This is an optimization exercise on Yosys and OpenROAD, whose aim is small area, not a production implementation. Where RTL was checked, it was by simulation tests only, not by an equivalence proof against the original. Only the layout flow was run in run 2; the RTL was not checked for function there.

## flow/design.v (module list and top-level ports; edited modules follow where they fit)
// module lc_fa: 6 lines
// module lc_ha: 6 lines
// module lc_xor2: 5 lines
// module lc_xnor2: 5 lines
// module lc_xor3: 5 lines
// module lc_o22ai: 5 lines
// module lc_o21ai: 5 lines
// module lc_a222oi: 5 lines
// module lc_nand4: 5 lines
// module lc_nand3: 5 lines
// module lc_nand2: 5 lines
// module lc_or3: 5 lines
// module lc_mux2i: 5 lines
// module lc_mux4: 6 lines
// module lc_nor2: 5 lines
// module lc_a22o: 5 lines
// module lc_inv: 5 lines
// module lc_or2: 5 lines
// module mul32: 622 lines
// module alu_unit: 65 lines
// module rf_unit: 38 lines
// module rdmux: 16 lines
// module processor: 290 lines
module processor(clk,reset,pc,instruction,backpressureslave,d_valid,d_data,a_valid,a_channel);
  // ...
==> flow/flow/run.sh <==
#!/bin/bash
# The standard layout (the standard.sh, unchanged synthesis and steps) with two settings
# changed through ORFS variables: the port buffers are the small sky130_fd_sc_hd__buf_2 instead of
# the delay cell buffer_ports picks by default, and clock tree synthesis clusters at most 20 sinks
# within 150 um per leaf buffer. Each make run's full output goes to its own log file here.
set -euo pipefail
export BUFFER_PORTS_ARGS="-buffer_cell sky130_fd_sc_hd__buf_2"
export CTS_ARGS="-sink_clustering_enable -repair_clock_nets -sink_clustering_size 20 -sink_clustering_max_diameter 150"
bash standard.sh synth > synth.log 2>&1
bash standard.sh > layout.log 2>&1
==> flow/standard.sh <==
#!/bin/bash
# synth_recipe.tcl (not shown) runs the flow's synth.tcl, then flattens the netlist and writes it again
# the make line also repeats each setting of config.mk as NAME=value (left out here)
make -C /OpenROAD-flow-scripts/flow DESIGN_CONFIG=/design/flow/config.mk WORK_HOME=/design/flow/orfs CLKGATE_MAP_FILE= SYNTH_SCRIPT=/design/flow/synth_recipe.tcl "${@:-finish}"
==> flow/config.mk <==
export PLATFORM = sky130hd
export DESIGN_NAME = processor
export DESIGN_NICKNAME = processor
export VERILOG_FILES = /design/flow/design.v
export SDC_FILE = /design/flow/constraint.sdc
export NUM_CORES = 8
export LEC_CHECK = 0
export CAP_MARGIN = 20
export CORE_MARGIN = 2
export CORE_UTILIZATION = 30
export CTS_CLUSTER_DIAMETER = 150
export CTS_CLUSTER_SIZE = 20
export PLACE_DENSITY = 0.45
export SLEW_MARGIN = 20
export SYNTH_HIERARCHICAL = 1
==> flow/constraint.sdc <==
create_clock -name core_clock -period 15.0 [get_ports {clk}]
set_input_delay 3.0000 -clock core_clock [delete_from_list [all_inputs] [get_ports {clk}]]
set_output_delay 3.0000 -clock core_clock [all_outputs]
set_load 0.01 [all_outputs]
==> impl_metrics.json, run 1 <==
{
  "cts.repair_timing.setup_buffer_count": 0,
  "timing.critical_path.from": "ir2[6]$_DFF_P_",
  "global_route_usage_over_all_layers_pct": 29.1,
  "non_clock_buffer_count": 449,
  "fmax_ghz": 0.0694,
  "critical_path_class": "reg -> reg",
  "area_share_of_xor_xnor_cells_in_the_synthesized_design_pct": 4.54,
  "end_of_flow_core_utilization_pct": 34.5,
  "drive_gt1_share_pct": 11.4,
  "num_rows": 180,
  "max-cap-violations": 0,
  "wirelength_met1_um": 148000,
  "cp.required_ps": 15660,
  "synth_most_common_cell": "sky130_fd_sc_hd__dfxtp_1",
  "clock_cell_area_share_pct": 2.81,
  "launch_instance_of_the_worst_min_delay_path": "pc3[11]$_DFF_P_",
  "grt_first_pass_wirelength_um": 515000,
  "met2_wirelength_um": 165000,
  "cts_hold_buffers": 0,
  "yosysUniqueCellTypes": 84,
  "nNonClkInverters": 190,
  "synth_simple_gate_area_share_pct": 8.04,
  "r2r_slack_ps": 590,
  "pin_count": 154,
  "starting_density_pct": 30.1,
  "finalNetCount": 7310,
  "place.gp.congestion": 0.912,
  "setup_viol_count_final": 0,
  "grt.met3_usage_pct": 6.06,
  "outcome": "timing/DRC/antenna clean"
}
==> module alu_unit, before the edit <==
module alu_unit(a, b, op, z);
input [31:0] a, b;
input [3:0] op;
output [31:0] z;
wire sub   = (op == 4'd1) || (op == 4'd5) || (op == 4'd6);
wire rs    = (op == 4'd0) || (op == 4'd1) || (op >= 4'd13);
wire full  = (op == 4'd10) || (op == 4'd11);
wire tl    = full && (b[31:5] != 27'b0);
wire rm    = ((op == 4'd8) || (op == 4'd9) || (op == 4'd10)) && !tl;
wire rev   = (op == 4'd7) || (op == 4'd11);
wire rr    = rev && !tl;
wire shift = (op == 4'd7) || (op == 4'd8) || (op == 4'd10) || (op == 4'd11);
reg [3:0] nlut;
always @(*) begin
  case (op)
    4'd2: nlut = ~4'b1000;    
    4'd3: nlut = ~4'b1110;    
    4'd4: nlut = ~4'b0110;    
    4'd12: nlut = ~4'b1010;   
    default: nlut = 4'b1111;
  endcase
end
wire [31:0] bx, sum;
wire [16:0] c;
assign c[0] = sub;
genvar j;
generate for (j = 0; j < 32; j = j + 1) begin : add
  lc_xor2 ux(.a(b[j]), .b(sub), .y(bx[j]));
end endgenerate
generate for (j = 0; j < 16; j = j + 1) begin : addl
  lc_fa ua(.a(a[j]), .b(bx[j]), .ci(c[j]), .s(sum[j]), .co(c[j+1]));
end endgenerate
wire [32:16] c0, c1;
wire [31:16] s0, s1;
lc_ha  uh0(.a(a[16]), .b(bx[16]), .s(s0[16]), .co(c0[17]));
lc_xnor2 uh1(.a(a[16]), .b(bx[16]), .y(s1[16]));
lc_or2 uh1c(.a(a[16]), .b(bx[16]), .y(c1[17]));
generate for (j = 17; j < 32; j = j + 1) begin : addh
  lc_fa ua0(.a(a[j]), .b(bx[j]), .ci(c0[j]), .s(s0[j]), .co(c0[j+1]));
  lc_fa ua1(.a(a[j]), .b(bx[j]), .ci(c1[j]), .s(s1[j]), .co(c1[j+1]));
end endgenerate
wire nc16;
lc_inv uc16(.a(c[16]), .y(nc16));
generate for (j = 16; j < 32; j = j + 1) begin : addm
  lc_a22o um(.a1(s1[j]), .a2(c[16]), .b1(s0[j]), .b2(nc16), .y(sum[j]));
end endgenerate
wire cout = c[16] ? c1[32] : c0[32];
wire slt  = (a[31] ^ b[31]) ? a[31] : sum[31];
wire sltu = !cout;
wire [31:0] oh = 32'b1 << b[4:0];
wire [31:0] an, bn, p;
generate for (j = 0; j < 32; j = j + 1) begin : mop
  lc_mux2i ua(.s(rev), .a(a[j]), .b(a[31-j]), .y(an[j]));
  lc_mux2i ub(.s(shift), .a(b[j]), .b(oh[j]), .y(bn[j]));
end endgenerate
mul32 mul(.an(an), .bn(bn), .p(p));
wire [31:0] nl, y;
generate for (j = 1; j < 32; j = j + 1) begin : res
  lc_mux4    ul(.s1(a[j]), .s0(b[j]), .d(nlut), .y(nl[j]));
  lc_a222oi  uy(.a1(sum[j]), .a2(rs), .b1(p[j]), .b2(rm), .c1(p[31-j]), .c2(rr), .y(y[j]));
  lc_nand2   uz(.a(y[j]), .b(nl[j]), .y(z[j]));
end endgenerate
assign z[0] = (sum[0] & rs) | (p[0] & rm) | (p[31] & rr) | !nlut[{a[0], b[0]}] |
              (slt & (op == 4'd5)) | (sltu & (op == 4'd6));
endmodule
==> module rf_unit, before the edit <==
module rf_unit(clk, reset, ra1, ra2, wa, wd, we, r1, r2);
input clk, reset;
input [4:0] ra1, ra2, wa;
input [31:0] wd;
input we;
output [31:0] r1, r2;
reg [4:0]  wb_a;
reg [31:0] wb_d;
reg        wb_e;
always @(posedge clk) begin
  wb_a <= wa;
  wb_d <= wd;
  wb_e <= we && !reset;
end
wire [31:0] dec = wb_e ? (32'b1 << wb_a) : 32'b0;
wire [31:0] ld = dec | {32{reset}};
wire [31:0] hd = ~ld;
wire [31:0] wdr = reset ? 32'b0 : wb_d;
wire [31:0] s1 = 32'b1 << ra1;
wire [31:0] s2 = 32'b1 << ra2;
genvar g, h;
generate for (h = 0; h < 32; h = h + 1) begin : w
  reg [31:0] q;
  wire [31:0] d;
  for (g = 0; g < 32; g = g + 1) begin : b
    lc_a22o u(.a1(q[g]), .a2(hd[h]), .b1(wdr[g]), .b2(ld[h]), .y(d[g]));
  end
  always @(posedge clk) q <= d;
end endgenerate
generate for (g = 0; g < 32; g = g + 1) begin : rd
  wire [31:0] c;
  for (h = 0; h < 32; h = h + 1) begin : r
    assign c[h] = w[h].q[g];
  end
  rdmux m1(.s(s1), .d(c), .y(r1[g]));
  rdmux m2(.s(s2), .d(c), .y(r2[g]));
end endgenerate
endmodule
==> module processor, before the edit <==
module processor(clk,reset,pc,instruction,backpressureslave,d_valid,d_data,a_valid,a_channel);
input clk, reset;
input [31:0] instruction;
output [31:0] pc;
input backpressureslave;
input d_valid;
input [31:0] d_data;
output a_valid;
output [52:0] a_channel;
localparam OP_R = 7'b0110011, OP_I = 7'b0010011, OP_L = 7'b0000011, OP_S = 7'b0100011,
           OP_B = 7'b1100011, OP_JALR = 7'b1100111, OP_JAL = 7'b1101111,
           OP_LUI = 7'b0110111, OP_AUIPC = 7'b0010111;
wire bp = backpressureslave;
reg [31:0] pcd;                  
reg [31:0] ir2;                  
wire [31:0] r1_value, r2_value;  
reg [24:0] ir3;                  
reg        hi3;
reg [31:0] pc3, x3, y3, md3, bra3;
reg [3:0]  aluc3;                
reg [14:0] ir4;                  
reg        hi4;
reg [31:0] pc4, z4, bra4;
reg        bco;                  
reg [14:0] ir5;
reg        hi5;
reg [31:0] z5;
reg        a_valid_r, mstate;
reg        ach_load, ach_size;
reg [9:0]  ach_addr;
reg [31:0] ach_data;
wire [6:0] op2 = ir2[6:0], op3 = ir3[6:0], op4 = ir4[6:0], op5 = ir5[6:0];
wire [2:0] f3_2 = ir2[14:12], f3_3 = ir3[14:12], f3_5 = ir5[14:12];
wire [4:0] rs1_2 = ir2[19:15], rs2_2 = ir2[24:20];
wire [4:0] rd3 = ir3[11:7], rs1_3 = ir3[19:15], rs2_3 = ir3[24:20];
wire [4:0] rd4 = ir4[11:7];
wire [4:0] rd5 = ir5[11:7];
wire lw3 = (op3 == OP_L) && (f3_3 == 3'b010);
wire lw5 = (op5 == OP_L) && (f3_5 == 3'b010);
wire jump4  = (op4 == OP_JALR) || (op4 == OP_JAL);
wire takebr = (op4 == OP_B) && bco;
wire c1 = (rs1_2 == rd3) && lw3 && (op2 == OP_JALR) && (f3_2 == 3'b000);
wire c3 = ((rd3 == rs2_2) || (rd3 == rs1_2)) && (op2 == OP_R) && lw3;
wire c4 = (rd3 == rs1_2) && (op2 == OP_I) && lw3;
wire c5 = lw3 && (op2 == OP_B) && ((rd3 == rs2_2) || (rd3 == rs1_2));
wire c6 = lw3 && (op2 == OP_S) && (f3_2 == 3'b010) && (rd3 == rs1_2);
wire stall = c1 | c3 | c4 | c5 | c6;
wire spc_z4  = !reset && !bp && jump4;
wire spc_br  = !reset && !bp && !jump4 && takebr;
wire spc_hld = reset || bp || (!jump4 && !takebr && stall);
wire spc_inc = !spc_z4 && !spc_br && !spc_hld;
wire hold2  = !reset && (bp || (!jump4 && !takebr && stall));    
wire nop2   = !reset && !bp && (jump4 || takebr);                
wire hold3  = !reset && bp;                                      
wire nop3   = !reset && !bp && (jump4 || takebr || stall);       
wire ld2    = !reset && !hold2 && !nop2;
wire ld3    = !reset && !hold3 && !nop3;
wire ir5_fwd = (op5 == OP_L) || (op5 == OP_R) || (op5 == OP_I);
reg [1:0] select_x3;
always @(*) begin
  if (bp) select_x3 = 2'd2;
  else if ((op2 == OP_AUIPC) || (op2 == OP_JAL)) select_x3 = 2'd1;
  else if (ir5_fwd && ((op2 == OP_B) || (op2 == OP_I) || (op2 == OP_R)) && (rd5 == rs1_2)) select_x3 = 2'd3;
  else if (lw5 && (op2 == OP_S) && (f3_2 == 3'b010) && (rd5 == rs1_2)) select_x3 = 2'd3;
  else select_x3 = 2'd0;
end
reg [1:0] select_y3;
always @(*) begin
  if (bp) select_y3 = 2'd2;
  else if ((op2 == OP_I) || (op2 == OP_JALR) || (op2 == OP_LUI) || (op2 == OP_AUIPC) || (op2 == OP_L)) select_y3 = 2'd1;
  else if (ir5_fwd && ((op2 == OP_R) || (op2 == OP_S) || (ir2 == 32'h63)) && (rs2_2 == rd5)) select_y3 = 2'd3;
  else select_y3 = 2'd0;
end
reg [1:0] select_md3;
always @(*) begin
  if (bp) select_md3 = 2'd2;
  else if ((rs2_2 == rd5) && (op2 == OP_S) && (op5 == OP_L)) select_md3 = 2'd1;
  else select_md3 = 2'd0;
end
function [1:0] f_sel_op1(input [24:0] i3, input h3, input [14:0] i4, input [14:0] i5, input h5);
  reg i3_63, i3_13, i5_13, l5;
  begin
    i3_63 = h3 && (i3[24:7] == 18'b0) && (i3[6:0] == 7'h63);
    i3_13 = h3 && (i3[24:7] == 18'b0) && (i3[6:0] == 7'h13);
    i5_13 = h5 && (i5[14:7] == 8'b0) && (i5[6:0] == 7'h13);
    l5 = (i5[6:0] == OP_L) && (i5[14:12] == 3'b010);
    if (l5 && (i3_63 || (i3[6:0] == OP_JALR) || (i3[6:0] == OP_R) || (i3[6:0] == OP_I)) && (i5[11:7] == i3[19:15])) f_sel_op1 = 2'd1;
    else if (l5 && (i3[6:0] == OP_S) && (i3[14:12] == 3'b010) && (i5[11:7] == i3[19:15])) f_sel_op1 = 2'd1;
    else if (((i5[6:0] == OP_R) || i5_13) && ((i3[6:0] == OP_R) || i3_13) && (i5[11:7] == i3[19:15])) f_sel_op1 = 2'd0;
    else if (((i4[6:0] == OP_R) || (i4[6:0] == OP_I) || (i4[6:0] == OP_LUI) || (i4[6:0] == OP_AUIPC)) &&
             ((i3[6:0] == OP_S) || (i3[6:0] == OP_JALR) || (i3[6:0] == OP_I) || (i3[6:0] == OP_R)) && (i4[11:7] == i3[19:15])) f_sel_op1 = 2'd2;
    else f_sel_op1 = 2'd0;
  end
endfunction
function [1:0] f_sel_op2(input [24:0] i3, input [14:0] i4, input [14:0] i5);
  reg f5;
  begin
    f5 = (i5[6:0] == OP_L) || (i5[6:0] == OP_R) || (i5[6:0] == OP_I);
    if (f5 && ((i3[6:0] == OP_B) || (i3[6:0] == OP_R)) && (i5[11:7] == i3[24:20])) f_sel_op2 = 2'd1;
    else if ((i4[6:0] == OP_R) && (i3[6:0] == OP_B) && (i4[11:7] == i3[24:20])) f_sel_op2 = 2'd2;
    else if (((i4[6:0] == OP_R) || (i4[6:0] == OP_LUI)) && (i3[6:0] == OP_R) && (i4[11:7] == i3[24:20])) f_sel_op2 = 2'd2;
    else f_sel_op2 = 2'd0;
  end
endfunction
reg [1:0] select_md4;
always @(*) begin
  if ((op5 == OP_L) || (op5 == OP_R) || ((op5 == OP_I) && (op3 == OP_S) && (rd5 == rs2_3))) select_md4 = 2'd1;
  else if (((op4 == OP_R) || (op4 == OP_I)) && (op3 == OP_S) && (rd4 == rs2_3)) select_md4 = 2'd2;
  else select_md4 = 2'd0;
end
reg [1:0] select_z5;
always @(*) begin
  if (op4 == OP_L) select_z5 = 2'd0;
  else if ((op4 == OP_R) || (op4 == OP_I) || (op4 == OP_LUI) || (op4 == OP_AUIPC)) select_z5 = 2'd1;
  else if (jump4 && (rd4 != 5'd0)) select_z5 = 2'd2;
  else select_z5 = 2'd1;
end
wire reg_we = (op5 == OP_R) || (op5 == OP_I) || (op5 == OP_JAL) || (op5 == OP_L) || (op5 == OP_LUI) || (op5 == OP_AUIPC);
wire nop4  = !reset && takebr;
wire hold4 = !reset && !takebr && bp;
wire [14:0] ir4_in = nop4 ? 15'b0 : (hold4 ? ir4 : ir3[14:0]);
wire        hi4_in = nop4 ? 1'b1 : (hold4 ? hi4 : (hi3 && ir3[24:15] == 10'b0));
wire [24:0] ir3n;
wire        hi3n = reset ? 1'b1 : (hold3 ? hi3 : (nop3 ? 1'b1 : (ir2[31:25] == 7'b0)));
wire [14:0] ir4n = reset ? 15'b0 : ir4_in;
wire        hi4n = reset ? 1'b1 : hi4_in;
wire [14:0] ir5n = (reset || bp) ? 15'b0 : ir4;
wire        hi5n = (reset || bp) ? 1'b1 : hi4;
wire [1:0]  sel_op1n = f_sel_op1(ir3n, hi3n, ir4n, ir5n, hi5n);
wire [1:0]  sel_op2n = f_sel_op2(ir3n, ir4n, ir5n);
reg s1_x, s1_5, s1_4, s2_y, s2_5, s2_4;
wire memop = (ir4_in[6:0] == OP_L) || (ir4_in[6:0] == OP_S);
wire req = memop && !bp && (!mstate || d_valid);
wire ach_ld = req && !reset;
wire ach_hd = !req && !reset;
reg [31:0] imm2;
always @(*) begin
  case (op2)
    OP_B: imm2 = {{20{ir2[31]}}, ir2[7], ir2[30:25], ir2[11:8], 1'b0};
    OP_LUI, OP_AUIPC: imm2 = {ir2[31:12], 12'b0};
    OP_JAL: imm2 = {{12{ir2[31]}}, ir2[19:12], ir2[20], ir2[30:21], 1'b0};
    default: imm2 = {{21{ir2[31]}}, ir2[30:20]};
  endcase
end
localparam A_ADD = 4'd0, A_SUB = 4'd1, A_AND = 4'd2, A_OR = 4'd3, A_XOR = 4'd4, A_SLT = 4'd5,
           A_SLTU = 4'd6, A_SRL = 4'd7, A_SLL = 4'd8, A_MUL = 4'd9, A_SLLW = 4'd10,
           A_SRLW = 4'd11, A_LUI = 4'd12;
reg [3:0] aluc2;
wire [6:0] f7_2 = ir2[31:25];
always @(*) begin
  aluc2 = A_ADD;
  if (op2 == OP_R) begin
    case ({f7_2, f3_2})
      {7'b0100000, 3'b000}: aluc2 = A_ADD;
      {7'b0000000, 3'b000}: aluc2 = A_SUB;
      {7'b0000000, 3'b111}: aluc2 = A_AND;
      {7'b0000000, 3'b110}: aluc2 = A_OR;
      {7'b0000000, 3'b100}: aluc2 = A_XOR;
      {7'b0000000, 3'b010}: aluc2 = A_SLT;
      {7'b0000000, 3'b011}: aluc2 = A_SLTU;
      {7'b0100000, 3'b101}: aluc2 = A_SRL;
      {7'b0000000, 3'b101}: aluc2 = A_SRL;
      {7'b0000000, 3'b001}: aluc2 = A_SLL;
      {7'b0000001, 3'b000}: aluc2 = A_MUL;
      default: aluc2 = A_ADD;
    endcase
  end else if (op2 == OP_I) begin
    case (f3_2)
      3'b000: aluc2 = A_ADD;
      3'b001: aluc2 = A_SUB;
      3'b111: aluc2 = A_AND;
      3'b110: aluc2 = A_OR;
      3'b100: aluc2 = A_XOR;
      3'b010: aluc2 = A_SLLW;
      3'b011: aluc2 = A_SLTU;
      3'b101: aluc2 = (f7_2 == 7'b0100000 || f7_2 == 7'b0000000) ? A_SRLW :
                      (f7_2 == 7'b0000001) ? A_SLLW : A_ADD;
      default: aluc2 = A_ADD;
    endcase
  end else if (op2 == OP_LUI) aluc2 = A_LUI;
  else if (op2 == OP_B) aluc2 = (f3_2 == 3'b010 || f3_2 == 3'b011) ? A_ADD : A_SUB;
  else aluc2 = A_ADD;
end
wire sx_r = (select_x3 == 2'd0), sx_p = (select_x3 == 2'd1), sx_h = (select_x3 == 2'd2), sx_z = (select_x3 == 2'd3);
wire sy_r = (select_y3 == 2'd0), sy_i = (select_y3 == 2'd1), sy_h = (select_y3 == 2'd2), sy_z = (select_y3 == 2'd3);
wire sm_r = (select_md3 == 2'd0), sm_z = (select_md3 == 2'd1), sm_h = (select_md3 == 2'd2);
wire s4_m = (select_md4 == 2'd0), s4_5 = (select_md4 == 2'd1), s4_4 = (select_md4 == 2'd2);
wire s5_d = (select_z5 == 2'd0), s5_4 = (select_z5 == 2'd1), s5_p = select_z5[1];
wire nhold2 = !hold2, nhold3 = !hold3, nrst = !reset;
wire [31:0] pc_n, pcinc, ir2_d, x3_d, y3_d, md3_d, bra3_d, pc3_d;
wire [31:0] operand1, operand2, md4_d, z5_d, ach_data_d;
wire [9:0]  ach_addr_d;
wire [31:0] z4_in;
wire [32:0] bc;
assign bc[0] = 1'b0;
lc_inv inc0(.a(pcd[0]), .y(pcinc[0]));
wire [31:0] ic;
assign ic[1] = pcd[0];
genvar j;
generate for (j = 1; j < 31; j = j + 1) begin : inc
  lc_ha u(.a(pcd[j]), .b(ic[j]), .s(pcinc[j]), .co(ic[j+1]));
end endgenerate
lc_xor2 inc31(.a(pcd[31]), .b(ic[31]), .y(pcinc[31]));
generate for (j = 0; j < 32; j = j + 1) begin : dp
  wire t1, t2, t3, t4, t5, t6, t7, t8, t9, t10, t11, t12;
  lc_a222oi upc(.a1(z4[j]), .a2(spc_z4), .b1(pcinc[j]), .b2(spc_inc), .c1(pcd[j]), .c2(spc_hld), .y(t1));
  lc_nand2 upb(.a(bra4[j]), .b(spc_br), .y(t2));
  lc_nand2 upo(.a(t1), .b(t2), .y(pc_n[j]));
  lc_a22o uir2(.a1(ir2[j]), .a2(hold2), .b1(instruction[j]), .b2(ld2), .y(ir2_d[j]));
  lc_a222oi ux3(.a1(r1_value[j]), .a2(sx_r), .b1(pcd[j]), .b2(sx_p), .c1(x3[j]), .c2(sx_h), .y(t3));
  lc_nand2 ux3z(.a(z5[j]), .b(sx_z), .y(t4));
  lc_nand2 ux3o(.a(t3), .b(t4), .y(x3_d[j]));
  lc_a222oi uy3(.a1(r2_value[j]), .a2(sy_r), .b1(imm2[j]), .b2(sy_i), .c1(y3[j]), .c2(sy_h), .y(t5));
  lc_nand2 uy3z(.a(z5[j]), .b(sy_z), .y(t6));
  lc_nand2 uy3o(.a(t5), .b(t6), .y(y3_d[j]));
  lc_a222oi umd3(.a1(r2_value[j]), .a2(sm_r), .b1(z5[j]), .b2(sm_z), .c1(md3[j]), .c2(sm_h), .y(t7));
  lc_inv umd3o(.a(t7), .y(md3_d[j]));
  lc_fa uba(.a(pcd[j]), .b(imm2[j]), .ci(bc[j]), .s(bra3_d[j]), .co(bc[j+1]));
  lc_a22o upc3(.a1(pc3[j]), .a2(hold3), .b1(pcd[j]), .b2(nhold3), .y(pc3_d[j]));
  lc_a222oi uo1(.a1(x3[j]), .a2(s1_x), .b1(z5[j]), .b2(s1_5), .c1(z4[j]), .c2(s1_4), .y(t8));
  lc_inv uo1o(.a(t8), .y(operand1[j]));
  lc_a222oi uo2(.a1(y3[j]), .a2(s2_y), .b1(z5[j]), .b2(s2_5), .c1(z4[j]), .c2(s2_4), .y(t9));
  lc_inv uo2o(.a(t9), .y(operand2[j]));
  lc_a222oi um4(.a1(md3[j]), .a2(s4_m), .b1(z5[j]), .b2(s4_5), .c1(z4[j]), .c2(s4_4), .y(t10));
  lc_inv um4o(.a(t10), .y(md4_d[j]));
  lc_a222oi uz5(.a1(d_data[j]), .a2(s5_d), .b1(z4[j]), .b2(s5_4), .c1(pc4[j]), .c2(s5_p), .y(t12));
  lc_inv uz5o(.a(t12), .y(z5_d[j]));
  lc_a22o uad(.a1(ach_data[j]), .a2(ach_hd), .b1(md4_d[j]), .b2(ach_ld), .y(ach_data_d[j]));
end endgenerate
generate for (j = 0; j < 25; j = j + 1) begin : dp3
  lc_a22o uir3(.a1(ir3[j]), .a2(hold3), .b1(ir2[j]), .b2(ld3), .y(ir3n[j]));
end endgenerate
generate for (j = 0; j < 10; j = j + 1) begin : dpa
  lc_a22o uaa(.a1(ach_addr[j]), .a2(ach_hd), .b1(z4_in[j]), .b2(ach_ld), .y(ach_addr_d[j]));
end endgenerate
assign pc = pc_n;
rf_unit rf(.clk(clk), .reset(reset), .ra1(ir2[19:15]), .ra2(ir2[24:20]), .wa(rd5), .wd(z5), .we(reg_we),
           .r1(r1_value), .r2(r2_value));
alu_unit alu(.a(operand1), .b(operand2), .op(aluc3), .z(z4_in));
reg bci;
always @(*) begin
  bci = 1'b0;
  if (op3 == OP_B) begin
    case (f3_3)
      3'b000: bci = (z4_in == 32'b0);
      3'b001: bci = (z4_in != 32'b0);
      3'b100, 3'b110: bci = z4_in[31];
      3'b101, 3'b111: bci = !z4_in[31];
      default: bci = 1'b0;
    endcase
  end
end
assign a_valid = a_valid_r;
assign a_channel = {ach_load, 2'b00, 3'b000, ach_size, 1'b0, ach_size, 2'b00, ach_addr, ach_data};
always @(posedge clk) begin
  pcd <= pc_n & {32{nrst}};
  ir2 <= ir2_d;
  ir3 <= ir3n; hi3 <= hi3n;
  ir4 <= ir4n; hi4 <= hi4n;
  ir5 <= ir5n; hi5 <= hi5n;
  s1_x <= (sel_op1n == 2'd0); s1_5 <= (sel_op1n == 2'd1); s1_4 <= sel_op1n[1];
  s2_y <= (sel_op2n == 2'd0); s2_5 <= (sel_op2n == 2'd1); s2_4 <= sel_op2n[1];
  ach_data <= ach_data_d;
  ach_addr <= ach_addr_d;
  if (reset) begin
    a_valid_r <= 1'b0; mstate <= 1'b0;
    ach_load <= 1'b0; ach_size <= 1'b0;
  end else begin
    a_valid_r <= req | (a_valid_r & !d_valid & !bp);
    mstate <= req | (mstate & !d_valid);
    if (req) begin
      ach_load <= (ir4_in[6:0] == OP_L);
      ach_size <= 1'b1;
    end
  end
end
always @(posedge clk) begin
  pc3 <= pc3_d;
  x3 <= x3_d;
  y3 <= y3_d;
  md3 <= md3_d;
  bra3 <= bra3_d;
  aluc3 <= aluc2;
  pc4 <= pc3;
  z4 <= z4_in;
  bra4 <= bra3;
  bco <= bci;
  z5 <= z5_d;
end
endmodule
==> run 2: changes to the inputs <==
--- a/flow/design.v
+++ b/flow/design.v
@@ -81,21 +81,16 @@
 output y;
 assign y = (a1 & a2) | (b1 & b2);
 endmodule
 module lc_inv(a, y);
 input a;
 output y;
 assign y = ~a;
 endmodule
-module lc_or2(a, b, y);
-input a, b;
-output y;
-assign y = a | b;
-endmodule
 module mul32(an, bn, p);
 input [31:0] an, bn;
 output [31:0] p;
 wire [31:0] b = ~bn;
 wire neg0 = b[1];
 wire none0 = ~(b[0] ^ 1'b0);
 wire ntwo0 = ~((b[1] & ~b[0] & ~1'b0) | (~b[1] & b[0] & 1'b0));
 wire pp0_0, pp0_0t; lc_nor2 upp0_0t(.a(none0), .b(an[0]), .y(pp0_0t)); lc_xor2 upp0_0(.a(pp0_0t), .b(neg0), .y(pp0_0));
@@ -670,107 +665,63 @@
 wire t506; lc_fa ut505(.a(t441), .b(t440), .ci(t504), .s(p[12]), .co(t506));
 wire t508; lc_fa ut507(.a(t443), .b(t442), .ci(t506), .s(p[13]), .co(t508));
 wire t510; lc_fa ut509(.a(t445), .b(t444), .ci(t508), .s(p[14]), .co(t510));
 wire t512; lc_fa ut511(.a(t447), .b(t446), .ci(t510), .s(p[15]), .co(t512));
 wire t514; lc_fa ut513(.a(t449), .b(t448), .ci(t512), .s(p[16]), .co(t514));
 wire t516; lc_fa ut515(.a(t451), .b(t450), .ci(t514), .s(p[17]), .co(t516));
 wire t518; lc_fa ut517(.a(t453), .b(t452), .ci(t516), .s(p[18]), .co(t518));
 wire t520; lc_fa ut519(.a(t455), .b(t454), .ci(t518), .s(p[19]), .co(t520));
-wire nsel; lc_inv usel(.a(t520), .y(nsel));
-wire t521, t523; lc_ha ut521(.a(t457), .b(t456), .s(t521), .co(t523));
-wire t522, t524; lc_xnor2 ut522(.a(t457), .b(t456), .y(t522)); lc_or2 ut524(.a(t457), .b(t456), .y(t524));
-lc_a22o um20(.a1(t522), .a2(t520), .b1(t521), .b2(nsel), .y(p[20]));
-wire t525, t527; lc_fa ut525(.a(t459), .b(t458), .ci(t523), .s(t525), .co(t527));
-wire t526, t528; lc_fa ut526(.a(t459), .b(t458), .ci(t524), .s(t526), .co(t528));
-lc_a22o um21(.a1(t526), .a2(t520), .b1(t525), .b2(nsel), .y(p[21]));
-wire t529, t531; lc_fa ut529(.a(t461), .b(t460), .ci(t527), .s(t529), .co(t531));
-wire t530, t532; lc_fa ut530(.a(t461), .b(t460), .ci(t528), .s(t530), .co(t532));
-lc_a22o um22(.a1(t530), .a2(t520), .b1(t529), .b2(nsel), .y(p[22]));
-wire t533, t535; lc_fa ut533(.a(t463), .b(t462), .ci(t531), .s(t533), .co(t535));
-wire t534, t536; lc_fa ut534(.a(t463), .b(t462), .ci(t532), .s(t534), .co(t536));
-lc_a22o um23(.a1(t534), .a2(t520), .b1(t533), .b2(nsel), .y(p[23]));
-wire t537, t539; lc_fa ut537(.a(t465), .b(t464), .ci(t535), .s(t537), .co(t539));
-wire t538, t540; lc_fa ut538(.a(t465), .b(t464), .ci(t536), .s(t538), .co(t540));
-lc_a22o um24(.a1(t538), .a2(t520), .b1(t537), .b2(nsel), .y(p[24]));
-wire t541, t543; lc_fa ut541(.a(t467), .b(t466), .ci(t539), .s(t541), .co(t543));
-wire t542, t544; lc_fa ut542(.a(t467), .b(t466), .ci(t540), .s(t542), .co(t544));
-lc_a22o um25(.a1(t542), .a2(t520), .b1(t541), .b2(nsel), .y(p[25]));
-wire t545, t547; lc_fa ut545(.a(t469), .b(t468), .ci(t543), .s(t545), .co(t547));
-wire t546, t548; lc_fa ut546(.a(t469), .b(t468), .ci(t544), .s(t546), .co(t548));
-lc_a22o um26(.a1(t546), .a2(t520), .b1(t545), .b2(nsel), .y(p[26]));
-wire t549, t551; lc_fa ut549(.a(t471), .b(t470), .ci(t547), .s(t549), .co(t551));
-wire t550, t552; lc_fa ut550(.a(t471), .b(t470), .ci(t548), .s(t550), .co(t552));
-lc_a22o um27(.a1(t550), .a2(t520), .b1(t549), .b2(nsel), .y(p[27]));
-wire t553, t555; lc_fa ut553(.a(t473), .b(t472), .ci(t551), .s(t553), .co(t555));
-wire t554, t556; lc_fa ut554(.a(t473), .b(t472), .ci(t552), .s(t554), .co(t556));
-lc_a22o um28(.a1(t554), .a2(t520), .b1(t553), .b2(nsel), .y(p[28]));
-wire t557, t559; lc_fa ut557(.a(t475), .b(t474), .ci(t555), .s(t557), .co(t559));
-wire t558, t560; lc_fa ut558(.a(t475), .b(t474), .ci(t556), .s(t558), .co(t560));
-lc_a22o um29(.a1(t558), .a2(t520), .b1(t557), .b2(nsel), .y(p[29]));
-wire t561, t563; lc_fa ut561(.a(t477), .b(t476), .ci(t559), .s(t561), .co(t563));
-wire t562, t564; lc_fa ut562(.a(t477), .b(t476), .ci(t560), .s(t562), .co(t564));
-lc_a22o um30(.a1(t562), .a2(t520), .b1(t561), .b2(nsel), .y(p[30]));
-wire t565, t567; lc_fa ut565(.a(t479), .b(t478), .ci(t563), .s(t565), .co(t567));
-wire t566, t568; lc_fa ut566(.a(t479), .b(t478), .ci(t564), .s(t566), .co(t568));
-lc_a22o um31(.a1(t566), .a2(t520), .b1(t565), .b2(nsel), .y(p[31]));
+wire t522; lc_fa ut521(.a(t457), .b(t456), .ci(t520), .s(p[20]), .co(t522));
+wire t524; lc_fa ut523(.a(t459), .b(t458), .ci(t522), .s(p[21]), .co(t524));
+wire t526; lc_fa ut525(.a(t461), .b(t460), .ci(t524), .s(p[22]), .co(t526));
+wire t528; lc_fa ut527(.a(t463), .b(t462), .ci(t526), .s(p[23]), .co(t528));
+wire t530; lc_fa ut529(.a(t465), .b(t464), .ci(t528), .s(p[24]), .co(t530));
+wire t532; lc_fa ut531(.a(t467), .b(t466), .ci(t530), .s(p[25]), .co(t532));
+wire t534; lc_fa ut533(.a(t469), .b(t468), .ci(t532), .s(p[26]), .co(t534));
+wire t536; lc_fa ut535(.a(t471), .b(t470), .ci(t534), .s(p[27]), .co(t536));
+wire t538; lc_fa ut537(.a(t473), .b(t472), .ci(t536), .s(p[28]), .co(t538));
+wire t540; lc_fa ut539(.a(t475), .b(t474), .ci(t538), .s(p[29]), .co(t540));
+wire t542; lc_fa ut541(.a(t477), .b(t476), .ci(t540), .s(p[30]), .co(t542));
+wire t544; lc_fa ut543(.a(t479), .b(t478), .ci(t542), .s(p[31]), .co(t544));
 endmodule
 module alu_unit(a, b, op, z);
 input [31:0] a, b;
 input [3:0] op;
 output [31:0] z;
 wire sub   = (op == 4'd1) || (op == 4'd5) || (op == 4'd6);
 wire rs    = (op == 4'd0) || (op == 4'd1) || (op >= 4'd13);
-wire full  = (op == 4'd10) || (op == 4'd11);
-wire tl    = full && (b[31:5] != 27'b0);
-wire rm    = ((op == 4'd8) || (op == 4'd9) || (op == 4'd10)) && !tl;
-wire rev   = (op == 4'd7) || (op == 4'd11);
-wire rr    = rev && !tl;
+wire rm    = (op == 4'd8) || (op == 4'd9) || (op == 4'd10);
+wire rr    = (op == 4'd7) || (op == 4'd11);
 wire shift = (op == 4'd7) || (op == 4'd8) || (op == 4'd10) || (op == 4'd11);
+wire full  = (op == 4'd10) || (op == 4'd11);
 reg [3:0] nlut;
 always @(*) begin
   case (op)
     4'd2: nlut = ~4'b1000;    
     4'd3: nlut = ~4'b1110;    
     4'd4: nlut = ~4'b0110;    
     4'd12: nlut = ~4'b1010;   
     default: nlut = 4'b1111;
   endcase
 end
 wire [31:0] bx, sum;
-wire [16:0] c;
+wire [32:0] c;
 assign c[0] = sub;
 genvar j;
 generate for (j = 0; j < 32; j = j + 1) begin : add
   lc_xor2 ux(.a(b[j]), .b(sub), .y(bx[j]));
+  lc_fa   ua(.a(a[j]), .b(bx[j]), .ci(c[j]), .s(sum[j]), .co(c[j+1]));
 end endgenerate
-generate for (j = 0; j < 16; j = j + 1) begin : addl
-  lc_fa ua(.a(a[j]), .b(bx[j]), .ci(c[j]), .s(sum[j]), .co(c[j+1]));
-end endgenerate
-wire [32:16] c0, c1;
-wire [31:16] s0, s1;
-lc_ha  uh0(.a(a[16]), .b(bx[16]), .s(s0[16]), .co(c0[17]));
-lc_xnor2 uh1(.a(a[16]), .b(bx[16]), .y(s1[16]));
-lc_or2 uh1c(.a(a[16]), .b(bx[16]), .y(c1[17]));
-generate for (j = 17; j < 32; j = j + 1) begin : addh
-  lc_fa ua0(.a(a[j]), .b(bx[j]), .ci(c0[j]), .s(s0[j]), .co(c0[j+1]));
-  lc_fa ua1(.a(a[j]), .b(bx[j]), .ci(c1[j]), .s(s1[j]), .co(c1[j+1]));
-end endgenerate
-wire nc16;
-lc_inv uc16(.a(c[16]), .y(nc16));
-generate for (j = 16; j < 32; j = j + 1) begin : addm
-  lc_a22o um(.a1(s1[j]), .a2(c[16]), .b1(s0[j]), .b2(nc16), .y(sum[j]));
-end endgenerate
-wire cout = c[16] ? c1[32] : c0[32];
 wire slt  = (a[31] ^ b[31]) ? a[31] : sum[31];
-wire sltu = !cout;
-wire [31:0] oh = 32'b1 << b[4:0];
+wire sltu = !c[32];
+wire [31:0] oh = (32'b1 << b[4:0]) & {32{!(full && (b[31:5] != 27'b0))}};
 wire [31:0] an, bn, p;
 generate for (j = 0; j < 32; j = j + 1) begin : mop
-  lc_mux2i ua(.s(rev), .a(a[j]), .b(a[31-j]), .y(an[j]));
+  lc_mux2i ua(.s(rr), .a(a[j]), .b(a[31-j]), .y(an[j]));
   lc_mux2i ub(.s(shift), .a(b[j]), .b(oh[j]), .y(bn[j]));
 end endgenerate
 mul32 mul(.an(an), .bn(bn), .p(p));
 wire [31:0] nl, y;
 generate for (j = 1; j < 32; j = j + 1) begin : res
   lc_mux4    ul(.s1(a[j]), .s0(b[j]), .d(nlut), .y(nl[j]));
   lc_a222oi  uy(.a1(sum[j]), .a2(rs), .b1(p[j]), .b2(rm), .c1(p[31-j]), .c2(rr), .y(y[j]));
   lc_nand2   uz(.a(y[j]), .b(nl[j]), .y(z[j]));
@@ -778,48 +729,46 @@
 assign z[0] = (sum[0] & rs) | (p[0] & rm) | (p[31] & rr) | !nlut[{a[0], b[0]}] |
               (slt & (op == 4'd5)) | (sltu & (op == 4'd6));
 endmodule
 module rf_unit(clk, reset, ra1, ra2, wa, wd, we, r1, r2);
 input clk, reset;
 input [4:0] ra1, ra2, wa;
 input [31:0] wd;
 input we;
-output [31:0] r1, r2;
-reg [4:0]  wb_a;
-reg [31:0] wb_d;
-reg        wb_e;
-always @(posedge clk) begin
-  wb_a <= wa;
-  wb_d <= wd;
-  wb_e <= we && !reset;
-end
-wire [31:0] dec = wb_e ? (32'b1 << wb_a) : 32'b0;
+output reg [31:0] r1, r2;
+wire [31:0] dec = we ? (32'b1 << wa) : 32'b0;
 wire [31:0] ld = dec | {32{reset}};
 wire [31:0] hd = ~ld;
-wire [31:0] wdr = reset ? 32'b0 : wb_d;
+wire [31:0] wdr = reset ? 32'b0 : wd;
 wire [31:0] s1 = 32'b1 << ra1;
 wire [31:0] s2 = 32'b1 << ra2;
+wire [31:0] o1, o2;
+wire [31:0] col [0:31];
 genvar g, h;
 generate for (h = 0; h < 32; h = h + 1) begin : w
   reg [31:0] q;
   wire [31:0] d;
   for (g = 0; g < 32; g = g + 1) begin : b
     lc_a22o u(.a1(q[g]), .a2(hd[h]), .b1(wdr[g]), .b2(ld[h]), .y(d[g]));
   end
   always @(posedge clk) q <= d;
 end endgenerate
 generate for (g = 0; g < 32; g = g + 1) begin : rd
   wire [31:0] c;
   for (h = 0; h < 32; h = h + 1) begin : r
     assign c[h] = w[h].q[g];
   end
-  rdmux m1(.s(s1), .d(c), .y(r1[g]));
-  rdmux m2(.s(s2), .d(c), .y(r2[g]));
+  rdmux m1(.s(s1), .d(c), .y(o1[g]));
+  rdmux m2(.s(s2), .d(c), .y(o2[g]));
 end endgenerate
+always @(posedge clk) begin
+  r1 <= o1;
+  r2 <= o2;
+end
 endmodule
 module rdmux(s, d, y);
 input [31:0] s, d;
 output y;
 wire [11:0] t;
 genvar g;
 generate for (g = 0; g < 10; g = g + 1) begin : l1
   lc_a222oi u(.a1(s[3*g]), .a2(d[3*g]), .b1(s[3*g+1]), .b2(d[3*g+1]), .c1(s[3*g+2]), .c2(d[3*g+2]), .y(t[g]));
@@ -841,25 +790,25 @@
 input [31:0] d_data;
 output a_valid;
 output [52:0] a_channel;
 localparam OP_R = 7'b0110011, OP_I = 7'b0010011, OP_L = 7'b0000011, OP_S = 7'b0100011,
            OP_B = 7'b1100011, OP_JALR = 7'b1100111, OP_JAL = 7'b1101111,
            OP_LUI = 7'b0110111, OP_AUIPC = 7'b0010111;
 wire bp = backpressureslave;
 reg [31:0] pcd;                  
-reg [31:0] ir2;                  
+reg [31:0] ir2, pc2;             
 wire [31:0] r1_value, r2_value;  
 reg [24:0] ir3;                  
 reg        hi3;
 reg [31:0] pc3, x3, y3, md3, bra3;
 reg [3:0]  aluc3;                
 reg [14:0] ir4;                  
 reg        hi4;
-reg [31:0] pc4, z4, bra4;
+reg [31:0] pc4, z4, md4, bra4;
 reg        bco;                  
 reg [14:0] ir5;
 reg        hi5;
 reg [31:0] z5;
 reg        a_valid_r, mstate;
 reg        ach_load, ach_size;
 reg [9:0]  ach_addr;
 reg [31:0] ach_data;
@@ -906,68 +855,54 @@
   else select_y3 = 2'd0;
 end
 reg [1:0] select_md3;
 always @(*) begin
   if (bp) select_md3 = 2'd2;
   else if ((rs2_2 == rd5) && (op2 == OP_S) && (op5 == OP_L)) select_md3 = 2'd1;
   else select_md3 = 2'd0;
 end
-function [1:0] f_sel_op1(input [24:0] i3, input h3, input [14:0] i4, input [14:0] i5, input h5);
-  reg i3_63, i3_13, i5_13, l5;
-  begin
-    i3_63 = h3 && (i3[24:7] == 18'b0) && (i3[6:0] == 7'h63);
-    i3_13 = h3 && (i3[24:7] == 18'b0) && (i3[6:0] == 7'h13);
-    i5_13 = h5 && (i5[14:7] == 8'b0) && (i5[6:0] == 7'h13);
-    l5 = (i5[6:0] == OP_L) && (i5[14:12] == 3'b010);
-    if (l5 && (i3_63 || (i3[6:0] == OP_JALR) || (i3[6:0] == OP_R) || (i3[6:0] == OP_I)) && (i5[11:7] == i3[19:15])) f_sel_op1 = 2'd1;
-    else if (l5 && (i3[6:0] == OP_S) && (i3[14:12] == 3'b010) && (i5[11:7] == i3[19:15])) f_sel_op1 = 2'd1;
-    else if (((i5[6:0] == OP_R) || i5_13) && ((i3[6:0] == OP_R) || i3_13) && (i5[11:7] == i3[19:15])) f_sel_op1 = 2'd0;
-    else if (((i4[6:0] == OP_R) || (i4[6:0] == OP_I) || (i4[6:0] == OP_LUI) || (i4[6:0] == OP_AUIPC)) &&
-             ((i3[6:0] == OP_S) || (i3[6:0] == OP_JALR) || (i3[6:0] == OP_I) || (i3[6:0] == OP_R)) && (i4[11:7] == i3[19:15])) f_sel_op1 = 2'd2;
-    else f_sel_op1 = 2'd0;
-  end
-endfunction
-function [1:0] f_sel_op2(input [24:0] i3, input [14:0] i4, input [14:0] i5);
-  reg f5;
-  begin
-    f5 = (i5[6:0] == OP_L) || (i5[6:0] == OP_R) || (i5[6:0] == OP_I);
-    if (f5 && ((i3[6:0] == OP_B) || (i3[6:0] == OP_R)) && (i5[11:7] == i3[24:20])) f_sel_op2 = 2'd1;
-    else if ((i4[6:0] == OP_R) && (i3[6:0] == OP_B) && (i4[11:7] == i3[24:20])) f_sel_op2 = 2'd2;
-    else if (((i4[6:0] == OP_R) || (i4[6:0] == OP_LUI)) && (i3[6:0] == OP_R) && (i4[11:7] == i3[24:20])) f_sel_op2 = 2'd2;
-    else f_sel_op2 = 2'd0;
-  end
-endfunction
+wire ir3_63 = hi3 && (ir3[24:7] == 18'b0) && (op3 == 7'h63);
+wire ir3_13 = hi3 && (ir3[24:7] == 18'b0) && (op3 == 7'h13);
+wire ir5_13 = hi5 && (ir5[14:7] == 8'b0) && (op5 == 7'h13);
+reg [1:0] select_op1;
+always @(*) begin
+  if (lw5 && (ir3_63 || (op3 == OP_JALR) || (op3 == OP_R) || (op3 == OP_I)) && (rd5 == rs1_3)) select_op1 = 2'd1;
+  else if (lw5 && (op3 == OP_S) && (f3_3 == 3'b010) && (rd5 == rs1_3)) select_op1 = 2'd1;
+  else if (((op5 == OP_R) || ir5_13) && ((op3 == OP_R) || ir3_13) && (rd5 == rs1_3)) select_op1 = 2'd0;
+  else if (((op4 == OP_R) || (op4 == OP_I) || (op4 == OP_LUI) || (op4 == OP_AUIPC)) &&
+           ((op3 == OP_S) || (op3 == OP_JALR) || (op3 == OP_I) || (op3 == OP_R)) && (rd4 == rs1_3)) select_op1 = 2'd2;
+  else select_op1 = 2'd0;
+end
+reg [1:0] select_op2;
+always @(*) begin
+  if (ir5_fwd && ((op3 == OP_B) || (op3 == OP_R)) && (rd5 == rs2_3)) select_op2 = 2'd1;
+  else if ((op4 == OP_R) && (op3 == OP_B) && (rd4 == rs2_3)) select_op2 = 2'd2;
+  else if (((op4 == OP_R) || (op4 == OP_LUI)) && (op3 == OP_R) && (rd4 == rs2_3)) select_op2 = 2'd2;
+  else select_op2 = 2'd0;
+end
 reg [1:0] select_md4;
 always @(*) begin
-  if ((op5 == OP_L) || (op5 == OP_R) || ((op5 == OP_I) && (op3 == OP_S) && (rd5 == rs2_3))) select_md4 = 2'd1;
+  if (bp) select_md4 = 2'd3;
+  else if ((op5 == OP_L) || (op5 == OP_R) || ((op5 == OP_I) && (op3 == OP_S) && (rd5 == rs2_3))) select_md4 = 2'd1;
   else if (((op4 == OP_R) || (op4 == OP_I)) && (op3 == OP_S) && (rd4 == rs2_3)) select_md4 = 2'd2;
   else select_md4 = 2'd0;
 end
 reg [1:0] select_z5;
 always @(*) begin
   if (op4 == OP_L) select_z5 = 2'd0;
   else if ((op4 == OP_R) || (op4 == OP_I) || (op4 == OP_LUI) || (op4 == OP_AUIPC)) select_z5 = 2'd1;
   else if (jump4 && (rd4 != 5'd0)) select_z5 = 2'd2;
   else select_z5 = 2'd1;
 end
 wire reg_we = (op5 == OP_R) || (op5 == OP_I) || (op5 == OP_JAL) || (op5 == OP_L) || (op5 == OP_LUI) || (op5 == OP_AUIPC);
 wire nop4  = !reset && takebr;
 wire hold4 = !reset && !takebr && bp;
 wire [14:0] ir4_in = nop4 ? 15'b0 : (hold4 ? ir4 : ir3[14:0]);
 wire        hi4_in = nop4 ? 1'b1 : (hold4 ? hi4 : (hi3 && ir3[24:15] == 10'b0));
-wire [24:0] ir3n;
-wire        hi3n = reset ? 1'b1 : (hold3 ? hi3 : (nop3 ? 1'b1 : (ir2[31:25] == 7'b0)));
-wire [14:0] ir4n = reset ? 15'b0 : ir4_in;
-wire        hi4n = reset ? 1'b1 : hi4_in;
-wire [14:0] ir5n = (reset || bp) ? 15'b0 : ir4;
-wire        hi5n = (reset || bp) ? 1'b1 : hi4;
-wire [1:0]  sel_op1n = f_sel_op1(ir3n, hi3n, ir4n, ir5n, hi5n);
-wire [1:0]  sel_op2n = f_sel_op2(ir3n, ir4n, ir5n);
-reg s1_x, s1_5, s1_4, s2_y, s2_5, s2_4;
 wire memop = (ir4_in[6:0] == OP_L) || (ir4_in[6:0] == OP_S);
 wire req = memop && !bp && (!mstate || d_valid);
 wire ach_ld = req && !reset;
 wire ach_hd = !req && !reset;
 reg [31:0] imm2;
 always @(*) begin
   case (op2)
     OP_B: imm2 = {{20{ir2[31]}}, ir2[7], ir2[30:25], ir2[11:8], 1'b0};
@@ -1013,20 +948,22 @@
     endcase
   end else if (op2 == OP_LUI) aluc2 = A_LUI;
   else if (op2 == OP_B) aluc2 = (f3_2 == 3'b010 || f3_2 == 3'b011) ? A_ADD : A_SUB;
   else aluc2 = A_ADD;
 end
 wire sx_r = (select_x3 == 2'd0), sx_p = (select_x3 == 2'd1), sx_h = (select_x3 == 2'd2), sx_z = (select_x3 == 2'd3);
 wire sy_r = (select_y3 == 2'd0), sy_i = (select_y3 == 2'd1), sy_h = (select_y3 == 2'd2), sy_z = (select_y3 == 2'd3);
 wire sm_r = (select_md3 == 2'd0), sm_z = (select_md3 == 2'd1), sm_h = (select_md3 == 2'd2);
-wire s4_m = (select_md4 == 2'd0), s4_5 = (select_md4 == 2'd1), s4_4 = (select_md4 == 2'd2);
+wire s1_x = (select_op1 == 2'd0), s1_5 = (select_op1 == 2'd1), s1_4 = select_op1[1];
+wire s2_y = (select_op2 == 2'd0), s2_5 = (select_op2 == 2'd1), s2_4 = select_op2[1];
+wire s4_m = (select_md4 == 2'd0), s4_5 = (select_md4 == 2'd1), s4_4 = (select_md4 == 2'd2), s4_h = (select_md4 == 2'd3);
 wire s5_d = (select_z5 == 2'd0), s5_4 = (select_z5 == 2'd1), s5_p = select_z5[1];
 wire nhold2 = !hold2, nhold3 = !hold3, nrst = !reset;
-wire [31:0] pc_n, pcinc, ir2_d, x3_d, y3_d, md3_d, bra3_d, pc3_d;
+wire [31:0] pc_n, pcinc, ir2_d, pc2_d, x3_d, y3_d, md3_d, bra3_d, ir3_d, pc3_d;
 wire [31:0] operand1, operand2, md4_d, z5_d, ach_data_d;
 wire [9:0]  ach_addr_d;
 wire [31:0] z4_in;
 wire [32:0] bc;
 assign bc[0] = 1'b0;
 lc_inv inc0(.a(pcd[0]), .y(pcinc[0]));
 wire [31:0] ic;
 assign ic[1] = pcd[0];
@@ -1036,44 +973,46 @@
 end endgenerate
 lc_xor2 inc31(.a(pcd[31]), .b(ic[31]), .y(pcinc[31]));
 generate for (j = 0; j < 32; j = j + 1) begin : dp
   wire t1, t2, t3, t4, t5, t6, t7, t8, t9, t10, t11, t12;
   lc_a222oi upc(.a1(z4[j]), .a2(spc_z4), .b1(pcinc[j]), .b2(spc_inc), .c1(pcd[j]), .c2(spc_hld), .y(t1));
   lc_nand2 upb(.a(bra4[j]), .b(spc_br), .y(t2));
   lc_nand2 upo(.a(t1), .b(t2), .y(pc_n[j]));
   lc_a22o uir2(.a1(ir2[j]), .a2(hold2), .b1(instruction[j]), .b2(ld2), .y(ir2_d[j]));
-  lc_a222oi ux3(.a1(r1_value[j]), .a2(sx_r), .b1(pcd[j]), .b2(sx_p), .c1(x3[j]), .c2(sx_h), .y(t3));
+  lc_a22o upc2(.a1(pc2[j]), .a2(hold2), .b1(pcinc[j]), .b2(nhold2), .y(pc2_d[j]));
+  lc_a222oi ux3(.a1(r1_value[j]), .a2(sx_r), .b1(pc2[j]), .b2(sx_p), .c1(x3[j]), .c2(sx_h), .y(t3));
   lc_nand2 ux3z(.a(z5[j]), .b(sx_z), .y(t4));
   lc_nand2 ux3o(.a(t3), .b(t4), .y(x3_d[j]));
   lc_a222oi uy3(.a1(r2_value[j]), .a2(sy_r), .b1(imm2[j]), .b2(sy_i), .c1(y3[j]), .c2(sy_h), .y(t5));
   lc_nand2 uy3z(.a(z5[j]), .b(sy_z), .y(t6));
   lc_nand2 uy3o(.a(t5), .b(t6), .y(y3_d[j]));
   lc_a222oi umd3(.a1(r2_value[j]), .a2(sm_r), .b1(z5[j]), .b2(sm_z), .c1(md3[j]), .c2(sm_h), .y(t7));
   lc_inv umd3o(.a(t7), .y(md3_d[j]));
-  lc_fa uba(.a(pcd[j]), .b(imm2[j]), .ci(bc[j]), .s(bra3_d[j]), .co(bc[j+1]));
-  lc_a22o upc3(.a1(pc3[j]), .a2(hold3), .b1(pcd[j]), .b2(nhold3), .y(pc3_d[j]));
+  lc_fa uba(.a(pc2[j]), .b(imm2[j]), .ci(bc[j]), .s(bra3_d[j]), .co(bc[j+1]));
+  lc_a22o upc3(.a1(pc3[j]), .a2(hold3), .b1(pc2[j]), .b2(nhold3), .y(pc3_d[j]));
   lc_a222oi uo1(.a1(x3[j]), .a2(s1_x), .b1(z5[j]), .b2(s1_5), .c1(z4[j]), .c2(s1_4), .y(t8));
   lc_inv uo1o(.a(t8), .y(operand1[j]));
   lc_a222oi uo2(.a1(y3[j]), .a2(s2_y), .b1(z5[j]), .b2(s2_5), .c1(z4[j]), .c2(s2_4), .y(t9));
   lc_inv uo2o(.a(t9), .y(operand2[j]));
   lc_a222oi um4(.a1(md3[j]), .a2(s4_m), .b1(z5[j]), .b2(s4_5), .c1(z4[j]), .c2(s4_4), .y(t10));
-  lc_inv um4o(.a(t10), .y(md4_d[j]));
+  lc_nand2 um4h(.a(md4[j]), .b(s4_h), .y(t11));
+  lc_nand2 um4o(.a(t10), .b(t11), .y(md4_d[j]));
   lc_a222oi uz5(.a1(d_data[j]), .a2(s5_d), .b1(z4[j]), .b2(s5_4), .c1(pc4[j]), .c2(s5_p), .y(t12));
   lc_inv uz5o(.a(t12), .y(z5_d[j]));
   lc_a22o uad(.a1(ach_data[j]), .a2(ach_hd), .b1(md4_d[j]), .b2(ach_ld), .y(ach_data_d[j]));
 end endgenerate
 generate for (j = 0; j < 25; j = j + 1) begin : dp3
-  lc_a22o uir3(.a1(ir3[j]), .a2(hold3), .b1(ir2[j]), .b2(ld3), .y(ir3n[j]));
+  lc_a22o uir3(.a1(ir3[j]), .a2(hold3), .b1(ir2[j]), .b2(ld3), .y(ir3_d[j]));
 end endgenerate
 generate for (j = 0; j < 10; j = j + 1) begin : dpa
   lc_a22o uaa(.a1(ach_addr[j]), .a2(ach_hd), .b1(z4_in[j]), .b2(ach_ld), .y(ach_addr_d[j]));
 end endgenerate
 assign pc = pc_n;
-rf_unit rf(.clk(clk), .reset(reset), .ra1(ir2[19:15]), .ra2(ir2[24:20]), .wa(rd5), .wd(z5), .we(reg_we),
+rf_unit rf(.clk(clk), .reset(reset), .ra1(ir2_d[19:15]), .ra2(ir2_d[24:20]), .wa(rd5), .wd(z5), .we(reg_we),
            .r1(r1_value), .r2(r2_value));
 alu_unit alu(.a(operand1), .b(operand2), .op(aluc3), .z(z4_in));
 reg bci;
 always @(*) begin
   bci = 1'b0;
   if (op3 == OP_B) begin
     case (f3_3)
       3'b000: bci = (z4_in == 32'b0);
@@ -1084,41 +1023,46 @@
     endcase
   end
 end
 assign a_valid = a_valid_r;
 assign a_channel = {ach_load, 2'b00, 3'b000, ach_size, 1'b0, ach_size, 2'b00, ach_addr, ach_data};
 always @(posedge clk) begin
   pcd <= pc_n & {32{nrst}};
   ir2 <= ir2_d;
-  ir3 <= ir3n; hi3 <= hi3n;
-  ir4 <= ir4n; hi4 <= hi4n;
-  ir5 <= ir5n; hi5 <= hi5n;
-  s1_x <= (sel_op1n == 2'd0); s1_5 <= (sel_op1n == 2'd1); s1_4 <= sel_op1n[1];
-  s2_y <= (sel_op2n == 2'd0); s2_5 <= (sel_op2n == 2'd1); s2_4 <= sel_op2n[1];
+  ir3 <= ir3_d;
   ach_data <= ach_data_d;
   ach_addr <= ach_addr_d;
   if (reset) begin
+    hi3 <= 1'b1;
+    ir4 <= 15'b0; hi4 <= 1'b1;
+    ir5 <= 15'b0; hi5 <= 1'b1;
     a_valid_r <= 1'b0; mstate <= 1'b0;
     ach_load <= 1'b0; ach_size <= 1'b0;
   end else begin
+    if (!hold3) hi3 <= nop3 ? 1'b1 : (ir2[31:25] == 7'b0);
+    ir4 <= ir4_in; hi4 <= hi4_in;
+    ir5 <= bp ? 15'b0 : ir4;
+    hi5 <= bp ? 1'b1 : hi4;
     a_valid_r <= req | (a_valid_r & !d_valid & !bp);
     mstate <= req | (mstate & !d_valid);
     if (req) begin
       ach_load <= (ir4_in[6:0] == OP_L);
       ach_size <= 1'b1;
     end
   end
 end
 always @(posedge clk) begin
+  pc2 <= pc2_d;
   pc3 <= pc3_d;
   x3 <= x3_d;
   y3 <= y3_d;
   md3 <= md3_d;
   bra3 <= bra3_d;
   aluc3 <= aluc2;
   pc4 <= pc3;
   z4 <= z4_in;
+  md4 <= md4_d;
   bra4 <= bra3;
   bco <= bci;
   z5 <= z5_d;
 end
 endmodule
==> flow/run.sh (new file) <==
#!/bin/bash
# synth_recipe.tcl (not shown) runs the flow's synth.tcl, then flattens the netlist and writes it again
# the make line also repeats each setting of config.mk as NAME=value (left out here)
make -C /OpenROAD-flow-scripts/flow DESIGN_CONFIG=/design/flow/config.mk WORK_HOME=/design/flow/orfs CLKGATE_MAP_FILE= SYNTH_SCRIPT=/design/flow/synth_recipe.tcl finish
==> flow/config.mk (replaced) <==
export PLATFORM = sky130hd
export DESIGN_NAME = processor
export DESIGN_NICKNAME = processor
export VERILOG_FILES = /design/flow/design.v
export SDC_FILE = /design/flow/constraint.sdc
export NUM_CORES = 8
export LEC_CHECK = 0
export CAP_MARGIN = 20
export CORE_MARGIN = 2
export CORE_UTILIZATION = 30
export PLACE_DENSITY = 0.45
export SLEW_MARGIN = 20
export SYNTH_HIERARCHICAL = 1
removed: flow/flow/run.sh
removed: flow/standard.sh
==> impl_metrics.json, run 2 <==
{
  "postSynthCellCount": 6424,
  "place_hpwl_um": 250000,
  "cts-buffers-inserted": 168,
  "critical-path-top-cell-by-count": "sky130_fd_sc_hd__fa_2",
  "drc": 0,
  "pnr_worst_setup_slack_ps": -1770,
  "portBuffers": 145,
  "crit_path_max_incr_delay_ps": 530,
  "netlist_top_cells_area": "sky130_fd_sc_hd__dfxtp_1 (44%), sky130_fd_sc_hd__a22o_1 (14%), sky130_fd_sc_hd__a222oi_1 (13%)",
  "starting_density_pct": 30.2,
  "critical_path.max_fanout": 19,
  "largest-register": "rf.w.q",
  "cts_sinks": 1613,
  "ys_dominant_reg_cell": "sky130_fd_sc_hd__dfxtp_1",
  "detail_route.first_pass.iterations": 13,
  "clock_tree_from_tritoncts": "done",
  "yosysSeqAreaShare_pct": 44.0,
  "wirelength_met1_um": 157000,
  "die-area_sq_um": 249000,
  "whs_ps": 309,
  "fmax_ghz": 0.0596,
  "check-failures": "negative setup slack",
  "global_route_usage_over_all_layers_pct": 29.7,
  "setup_viol_count_final": 10,
  "met2_wirelength_um": 170000,
  "clk-insertion-delay-late_ps": 860,
  "critical_path_class": "reg -> reg",
  "core_area_sq_um": 243000,
  "routed_via_density": 6.55,
  "cp-end-kind": "flop",
  "flow.area_growth_from_synthesis_pct": 24.0,
  "pin_count": 154,
  "finalNetCount": 7772,
  "vias": 70000,
  "antenna_violations_before_repair": 34,
  "synth_top_area_share_pct": 44.0,
  "ys_ff_latch": 1613,
  "route.detailed.wl_per_inst_um": 36.2,
  "fin_skew_ps": 46.8,
  "mostFrequentLayoutCells": "sky130_fd_sc_hd__dfxtp_1 (1612), sky130_fd_sc_hd__a22o_1 (1191), sky130_fd_sc_hd__a222oi_1 (927)",
  "slew_headroom_pct": 19.9,
  "clock_tree.htree_level_count": 4,
  "cts_hold_buffers": 0,
  "yosysUniqueCellTypes": 91,
  "largest_register_ffs": 1024,
  "cts.path.max_buffers": 3,
  "first_iter_violations": 14800,
  "synth.cell_area_sq_um": 73400,
  "outcome": "failed layout checks",
  "cts_root_buf": "sky130_fd_sc_hd__clkbuf_16",
  "cts.reportedPaths.clkPinSlew_ps": 80,
  "holdCritPathClass": "reg -> reg",
  "die_w_um": 499,
  "period_needed_ps": 16770,
  "grt_start_max_net_pins": 81,
  "timing.critical_path.from_type": "flop",
  "grt_setup_unrepaired": "yes",
  "first_global_vias": 66400,
  "final_common_cell": "sky130_fd_sc_hd__dfxtp_1",
  "postRouteWirelength_um": 387000,
  "drive_gt1_share_pct": 16.4,
  "place.gp.congestion": 0.964,
  "crit_arrival_ps": 17570,
  "avgSynthCellArea_sq_um": 11.4,
  "die_y_um": 499,
  "final_slew_viol_count": 0,
  "grt_first_pass_wirelength_um": 535000,
  "synth_largest_area_cell": "sky130_fd_sc_hd__dfxtp_1",
  "fin_crit_sh_pct": 112,
  "postSynth.asyncResetShare_pct": 0,
  "max-cap-violations": 0,
  "cp.required_ps": 15800,
  "post_detailed_route_count_of_antenna_violating_nets": 0,
  "worst_slew_pin_slew_ps": 1200,
  "synth_most_common_cell": "sky130_fd_sc_hd__dfxtp_1",
  "ys.warnings.count": 9,
  "synth.top_cells.by_count": "sky130_fd_sc_hd__dfxtp_1 (1613), sky130_fd_sc_hd__a22o_1 (1191), sky130_fd_sc_hd__a222oi_1 (927)",
  "detailroute.wirelength.met3_um": 40400,
  "synth_edf_count": 0,
  "crit_path_top_delay_cell": "sky130_fd_sc_hd__or4_4",
  "overflow": 0,
  "timing.final.hold_violations": 0,
  "num_rows": 181,
  "highest-signal-layer": "met5"
}
[run 2: what timing repair did]
action | in CTS | in global routing
pin swaps | 26 | 23
setup buffers | 12 | 10
gates resized for setup | 34 | 26
setup endpoints to repair | 13 | 15
gates cloned | 0 | 1
[run 2: layer usage]
metal / track usage, % / vias to the layer above
li1: - / 28900
met1: 40.0 / 35800
met2: 45.5 / 4561
met3: 6.61 / 708
met4: 12.8 / 20
met5: 0 / -
[run 2: worst paths after layout]
check                    startpoint  cells past startpoint  slack, ps          endpoint
setup reg to reg  ir5[6]$_SDFF_PP0_                     58      -1770    bco$_SDFF_PP0_
setup / recovery  ir5[6]$_SDFF_PP0_                     58      -1770    bco$_SDFF_PP0_
hold reg to reg    bra3[18]$_DFF_P_                      0        310  bra4[18]$_DFF_P_
hold / removal     bra3[18]$_DFF_P_                      0        310  bra4[18]$_DFF_P_
[run 2: cell families (layout without fill, tap and decap cells)]
family / count (synthesis) / count (layout) / synth area share (%)
other: 2 / 52 / 0.0102
multiplexers: 98 / 98 / 1.87
buffers and inverters: 235 / 1246 / 1.32
adder cells (fa/ha/maj): 365 / 365 / 9.33
XOR/XNOR: 365 / 365 / 4.36
AND/OR/NAND/NOR: 1183 / 1183 / 8.29
flip-flops: 1613 / 1613 / 44.0
AO/OA/AOI/OAI: 2563 / 2563 / 30.8
[run 2: final cells by class]
| cell class | instances | area (sq um) |
|---|---|---|
| multi-input cells | 4614 | 41900 |
| inverters | 153 | 578 |
| flip-flops and latches | 1613 | 32300 |
| fillers | 23900 | 152000 |
| clock buffers | 251 | 5000 |
| well taps | 3202 | 4010 |
| diodes | 12 | 30.0 |
| clock inverters | 53 | 671 |
| repair buffers | 789 | 6450 |
[run 2: stage by stage]
step | setup slack, ps | std cells | util [%] | instance area [sq um] | TNS, ps
after CTS | -1880 | 10700 | 37.3 | 90700 | -7300
after detailed placement | -2370 | 10400 | 34.9 | 84900 | -10580
final | -1770 | 10700 | 37.4 | 91000 | -6610
after global routing | -2240 | 10700 | 37.4 | 90900 | -10810
after floorplan | -2710 | 6462 | - | 73600 | -18870
after global placement | -2300 | 10300 | 34.9 | 84800 | -9600
[run 2: per-module statistics from Yosys (local to each module, per instance), excerpt]
module     times used  cells  flops+latches  cell area (sq um)
processor           1    972            525              13300
lc_fa             304      1              0               20.0
lc_or3             64      1              0               6.26
lc_inv            129      1              0               3.75
lc_mux4            31      1              0               22.5
lc_ha              61      1              0               12.5
lc_nand2          415      1              0               3.75
[run 2: critical path: cells and delay by family (launching register included)]
family | cells | cell delay (ps)
buffers and inverters | 7 | 950
multiplexers | 1 | 120
adder cells (fa/ha/maj) | 30 | 10950
AO/OA/AOI/OAI | 8 | 1580
AND/OR/NAND/NOR | 11 | 2620
flip-flops | 1 | 310
XOR/XNOR | 1 | 150

==> separate check: timing with driven ports <==
The results above use ideal ports. As a check the final layouts listed here were re-extracted and re-timed, cells and wires unchanged. Step 1, drivers: a clkbuf_16 drives clk and a buf_2 each remaining input, both assumed. Step 2 times the ports against the registers' clock, not the clock port: input delays grow and output delays shrink by t, the midpoint of the rising clock arrivals with the driver on. a / b / c = no drivers / after step 1 / after step 2; a / b = the first two.
run	t, ns	setup slack, ns	worst setup path after step 2	latest minus earliest clock arrival (ns)	worst data-port slew with drivers (ns)
run 1	0.850	0.590 / 0.590 / 0.590	register to register	0.064 / 0.064	0.06
run 2	0.926	-1.765 / -1.765 / -1.765	register to register	0.046 / 0.047	0.09
